Background: an optimization exercise with open tools, aiming at small area and a short achievable clock period. Do not read the settings as production practice.
No functional check of the RTL was part of any run shown here.
Power is estimated from default activity; no workload was simulated.

==> flow/design.v, too long to show whole: its modules and the start of the top module <==
// module IEEE754_Mult: 757 lines
// module fa: 4 lines
module IEEE754_Mult
(
	input clock,
	input resetn,
	input [31:0] a,
	input [31:0] b,
	output [31:0] y
);
  // ...
==> flow/flow/run.sh <==
#!/bin/bash
set -euo pipefail
bash standard.sh SETUP_SLACK_MARGIN=7 TNS_END_PERCENT=1 "BUFFER_PORTS_ARGS=-buffer_cell sky130_fd_sc_hd__buf_2" finish > standard.log 2>&1
==> flow/standard.sh <==
#!/bin/bash
# synth_recipe.tcl (not shown) runs the flow's synth.tcl, then flattens the netlist and writes it again
# the make line also repeats each setting of config.mk as NAME=value (left out here)
make -C /OpenROAD-flow-scripts/flow DESIGN_CONFIG=/design/flow/config.mk WORK_HOME=/design/flow/orfs CLKGATE_MAP_FILE= SYNTH_SCRIPT=/design/flow/synth_recipe.tcl "${@:-finish}"
==> flow/config.mk <==
export PLATFORM = sky130hd
export DESIGN_NAME = IEEE754_Mult
export DESIGN_NICKNAME = IEEE754_Mult
export VERILOG_FILES = /design/flow/design.v
export SDC_FILE = /design/flow/constraint.sdc
export NUM_CORES = 4
export LEC_CHECK = 0
export CAP_MARGIN = 20
export CORE_MARGIN = 2
export CORE_UTILIZATION = 40
export CTS_BUF_LIST = sky130_fd_sc_hd__clkbuf_4 sky130_fd_sc_hd__clkbuf_8
export SETUP_SLACK_MARGIN = 5
export SLEW_MARGIN = 20
export SYNTH_HIERARCHICAL = 1
==> flow/constraint.sdc <==
create_clock -name core_clock -period 11.0 [get_ports {clock}]
set_input_delay 2.2000 -clock core_clock [delete_from_list [all_inputs] [get_ports {clock}]]
set_output_delay 2.2000 -clock core_clock [all_outputs]
set_load 0.01 [all_outputs]
==> metrics.md, run 1 <==
| Metric | Value |
|---|---|
| Status | finished clean |
| R2R cell count | 14 |
| Number of cells on the worst hold path | 0 |
| GRT overflow | 0 |
| CP startpoint | thr[5] |
| Final Cycle Share | 0.439 |
| Post-synthesis sequential area ratio | 0.170 |
| Post-Syn Nets | 2160 |
| Number of synthesis warnings | 7 |
| Commonest cells after routing, fill and taps aside | 224 x xnor2_1, 172 x a221oi_1, 168 x a22o_1, 167 x fa_1, 140 x dfxtp_1 |
| Crit start category | flip-flop |
| Setup CP Type | flip-flop to flip-flop |
| CTS HTree Levels | 4 |
| Pins Over Slew Limit | 0 |
| Core Box Area | 41800 um^2 |
| FF-to-FF Start | thr[5] |
| Number of flip-flops under the largest register name | 25 |
| Synth-to-layout area growth | 7.85% |
| Buffers plus inverters on the worst setup path | 2 |
| Setup Buffers After CTS | 4 |
| # fillers | 4057 |
| Yosys cell types | 56 |
| Leak Pwr | 7.34 nW |
| Routing usage on met1 | 0.340 |
| Share of the synthesized area in the top cell type | 0.199 |
| Met3 routed WL | 5.78 mm |
| Final worst setup slack | 6.17 ns |
| WL met1 | 23.6 mm |
| Initial Util | 0.403 |
| FFs & Latches | 143 |
| Synth top area cells | fa_1 20%, dfxtp_1 17%, xnor2_1 12% |
| Final Hold Vio Count | 0 |
| Multi-input gate area | 12900 um^2 |
| Detail Placement HPWL | 38.4 mm |
| Routed WL per cell | 23.9 um |
| Mapped Area | 16800 um^2 |
| Fmax | 207 MHz |
==> run 2: changes to the inputs <==
--- a/flow/config.mk
+++ b/flow/config.mk
@@ -10,5 +10,5 @@
 export CORE_UTILIZATION = 40
 export CTS_BUF_LIST = sky130_fd_sc_hd__clkbuf_4 sky130_fd_sc_hd__clkbuf_8
 export SETUP_SLACK_MARGIN = 5
-export SLEW_MARGIN = 20
+export SLEW_MARGIN = 75
 export SYNTH_HIERARCHICAL = 1
==> run 2 against run 1 <==
  * Via count up 1.4%
  * Synthesized area unchanged
  * Largest cell class unchanged
  * Worst setup slack better by 0.042 ns
  * Cell count is 1.6% higher
  * Critical endpoint is now y[27]
  * Combinational power rose by 3%
  * First-iteration DRC count rose by 2.0%
  * Largest power group unchanged
  * Critical path type is now flip-flop to output pin
==> metrics.md, run 2 <==
| Metric | Value |
|---|---|
| Status | finished clean (unchanged) |
| CP max stage cell | dfxtp_4 (was dfxtp_1) |
| Clock Skew | 0.0261 ns (was 0.0295 ns) |
| First-pass GRT wire length | 87.1 mm (was 85.8 mm) |
| Hold Path Origin | e1[3] (was e1[1]) |
| Maximum vdd drop | 0.000249 V (was 0.000250 V) |
| Max capacitance violation total | 0 (unchanged) |
| Commonest non-fill, non-tap cell in the layout | xnor2_1 (unchanged) |
| Vias in the first global route | 14784 (was 14431) |
| Setup CP Type | flip-flop to output pin (was flip-flop to flip-flop) |
| TritonCTS Buffers | 17 (unchanged) |
| Initial Util | 0.403 (unchanged) |
| CP max FO | 4 (was 26) |
| CTS HTree Levels | 4 (unchanged) |
| Core Rows | 75 (unchanged) |
| Commonest cells after routing, fill and taps aside | 222 x xnor2_1, 168 x a22o_1, 168 x a221oi_1, 167 x fa_1, 128 x ha_1 (was 224 x xnor2_1, 172 x a221oi_1, 168 x a22o_1, 167 x fa_1, 140 x dfxtp_1) |
| EDFF count, synth | 0 (unchanged) |
| Number of synthesis warnings | 7 (unchanged) |
| Post-synthesis sequential area ratio | 0.170 (unchanged) |
| Required @ worst endpoint | 8.80 ns (was 11.38 ns) |
| Post-Syn Nets | 2160 (unchanged) |
| Post-layout util | 0.455 (was 0.434) |
| Top-count cell post-synth | xnor2_1 (unchanged) |
| I/O pins | 98 (unchanged) |
| RSZ-0062 raised after global routing | true (unchanged) |
| Arr. time, crit path | 2.59 ns (was 5.21 ns) |
| Design Area, Final | 19000 um^2 (was 18100 um^2) |
| Tmin final | 4.79 ns (was 4.83 ns) |
| TritonRoute pass-1 iters | 6 (unchanged) |
| Setup Total Neg Slack | 0 ns (unchanged) |
| DRC violations left | 0 (unchanged) |
| Cells after synthesis | 1799 (unchanged) |
| CP startpoint | bg0 (was thr[5]) |
| Number of flip-flops under the largest register name | 25 (unchanged) |
| Dpl cell area | 18100 um^2 (was 17600 um^2) |
| FF-to-FF Start | thr[6] (was thr[5]) |
| Post-DRT Antenna Nets | 0 (unchanged) |
| Routed WL per cell | 23.9 um (about the same) |
| Yosys cell types | 56 (unchanged) |
| Final Hold Vio Count | 0 (unchanged) |
| Rel. slew slack | 0.716 (was 0.137) |
| Core Box Area | 41800 um^2 (unchanged) |
| Synth-to-layout area growth | 13.0% (was 7.85%) |
| Detail Placement HPWL | 38.7 mm (was 38.4 mm) |
| TritonCTS clock tree | built (unchanged) |
| Port Buffer Count | 97 (unchanged) |
| Buffers plus inverters on the worst setup path | 5 (was 2) |
| Largest Register | t3 (unchanged) |
| Syn avg cell area | 9.35 um^2 (unchanged) |
| Worst-case clock buffer depth | 2 (unchanged) |
| Synth top area cells | fa_1 20%, dfxtp_1 17%, xnor2_1 12% (unchanged) |
| Via-to-Cell Ratio | 6.26 (was 6.28) |
| Clock Latency Late Sink | 0.49 ns (was 0.50 ns) |
| Main synth FF type | dfxtp_1 (unchanged) |
| Post-CTS Hold Buffers | 0 (unchanged) |
| Final Cycle Share | 0.435 (was 0.439) |
| Cells after DPL | 2301 (was 2283) |
| Worst min-delay path class | flip-flop to flip-flop (unchanged) |
| Clk sinks | 143 (unchanged) |
| GRT overflow | 0 (unchanged) |
| DR vias | 14771 (was 14573) |
| Final cell count without fillers | 2360 (was 2322) |
| #FFs+latches synth | 143 (unchanged) |
| Pwr per Cell Area | 325 nW/um^2 (was 332 nW/um^2) |
| Biggest regs | t3 x25, ma x23 (unchanged) |
| Leading area contributor after synthesis | fa_1 (unchanged) |
| Clock transition at path regs | 0.11 ns (was 0.12 ns) |
| Share of the synthesized area in the top cell type | 0.199 (unchanged) |
| Fmax | 209 MHz (was 207 MHz) |
| Most frequent CP cell | buf_6 (was fa_1) |
| Total Routing Usage GR | 0.257 (was 0.253) |
| Crit start category | flip-flop (unchanged) |
| CTS root buf | clkbuf_8 (unchanged) |
| Largest net degree at the start of global routing | 35 (unchanged) |
| Final Routed Wirelength | 56.3 mm (was 55.5 mm) |
| Die Wd | 209 um (unchanged) |
| Synth async-reset ratio | 0 (unchanged) |
| Die Y | 209 um (unchanged) |
| Antenna violations before repair | 2 (was 3) |
| Leak Pwr | 7.62 nW (was 7.34 nW) |
| Pins Over Slew Limit | 0 (unchanged) |
| Mapped Area | 16800 um^2 (unchanged) |
| Max incr delay on CP | 0.40 ns (was 1.20 ns) |
| Crit end category | output pin (was flip-flop) |
| Critical path cell sequence | a211oi_4 -> buf_6 -> o21a_4 -> nor3_4 -> buf_6 -> xnor2_4 -> buf_12 -> buf_6 -> or3_1 -> a21oi_1 -> buf_2 (was a22o_1 -> a221oi_1 -> xnor2_1 -> fa_1 -> fa_1 -> fa_1 -> fa_1 -> ha_1 -> inv_1 -> fa_1 -> inv_1 -> a21o_1 -> a21oi_1 -> xnor2_1) |
| Routability cong. | 0.905 (unchanged) |
| Diode count | 0 (was 1) |
| Worst slew pin tran | 0.423 ns (was 1.29 ns) |
| Setup violators final | 0 (unchanged) |
| Layout cell share with drive strength beyond 1 | 0.161 (was 0.112) |
| Net count, final | 2169 (was 2130) |
| Initial DRC count | 1594 (was 1562) |
| CP top delay family | buffers and inverters (was adder cells) |
| Die area | 43700 um^2 (unchanged) |
| Top cells by count, synth | 225 x xnor2_1, 179 x clkbuf_1, 178 x a221oi_1 (unchanged) |
run 2: cell counts after synthesis:
No cell type changed its count.
run 2: modules after synthesis, one instance, submodules excluded:
module        flops+latches  copies in the design  area [um^2]
IEEE754_Mult            143                     1        13600
fa                        0                   160         20.0
run 2: repair_timing:
item                       CTS  global route
buffers inserted             9             2
hold endpoints to repair     0             0
setup endpoints to repair   48            53
pin swaps                   15             5
gates cloned                 4             0
resized for setup           24             9
run 2: layout make-up:
type                            count  area (um^2)
Clock buffer                       18          248
Clock inverter                     14          141
Fill cell                        3897        22800
Inverter                          110          413
Multi-Input combinational cell   1351        13100
Sequential cell                   143         2990
Tap cell                          539          674
Timing Repair Buffer              185         1410
run 2: kinds of logic (layout without fill, tap and decap cells):
| logic type | after synthesis | after routing | synth area share |
|---|---|---|---|
| AO/OA/AOI/OAI | 561 | 561 | 0.262 |
| XOR/XNOR | 253 | 253 | 0.132 |
| adder cells (fa/ha/maj) | 295 | 295 | 0.294 |
| buffers and inverters | 305 | 327 | 0.0683 |
| flip-flops | 143 | 143 | 0.170 |
| multiplexers | 4 | 4 | 0.00246 |
| AND/OR/NAND/NOR | 238 | 238 | 0.0704 |
run 2: per-layer routing:
metal,vias to the layer above,global-route usage,part of all wire
li1,6545,-,-
met5,-,0,0.00048
met1,7182,0.344,0.42
met3,162,0.0598,0.11
met4,4,0.0993,0.033
met2,878,0.402,0.44
run 2: worst paths after layout:
kind / endpoint / slack (ns) / cells past startpoint
setup / recovery: y[27] / 6.21 / 11
hold / removal: e2[3] / 0.33 / 0
setup reg to reg: bs1[4] / 6.57 / 15
hold reg to reg: e2[3] / 0.33 / 0
run 2: per-stage QoR:
step	setup slack [ns]	total power, W	hold slack, ns
2_1_floorplan	6.91	0.00436	0.310
3_3_place_gp	6.18	0.00545	0.313
3_5_place_dp	6.36	0.00560	0.312
4_1_cts	6.15	0.00619	0.333
5_1_grt	6.10	0.00687	0.340
6_report	6.21	0.00617	0.332
run 2: where the power goes:
group          total (W)  internal (W)  switching [W]
Sequential      0.000949      0.000718       0.000231
Combinational    0.00478       0.00229        0.00249
Clock           0.000437      0.000192       0.000244
Total            0.00617       0.00320        0.00297

[port drivers added, routing unchanged]
How much do the figures lean on ideal ports? The routed layouts below were timed once more, with nothing changed but the port constraints.
Step 1, drivers: a clkbuf_16 drives clock and a buf_2 each remaining input, both assumed.
Step 2 times the ports against the registers' clock, not the clock port: input delays grow and output delays shrink by t, the midpoint of the rising clock arrivals with the driver on.
Three values: ideal ports, drivers, drivers and shift; two values: the first two.
| run | t, ns | setup slack, ns | worst slew at a driven data input, ns |
|---|---|---|---|
| run 1 | 0.534 | 6.172 / 6.134 / 6.172 | 0.05 |
| run 2 | 0.527 | 6.214 / 6.166 / 6.126 | 0.06 |
After both steps setup and hold are still met in every run listed. For run 2, which loses most, drivers alone change the setup slack by -0.048 ns; drivers and shift together by -0.088 ns.
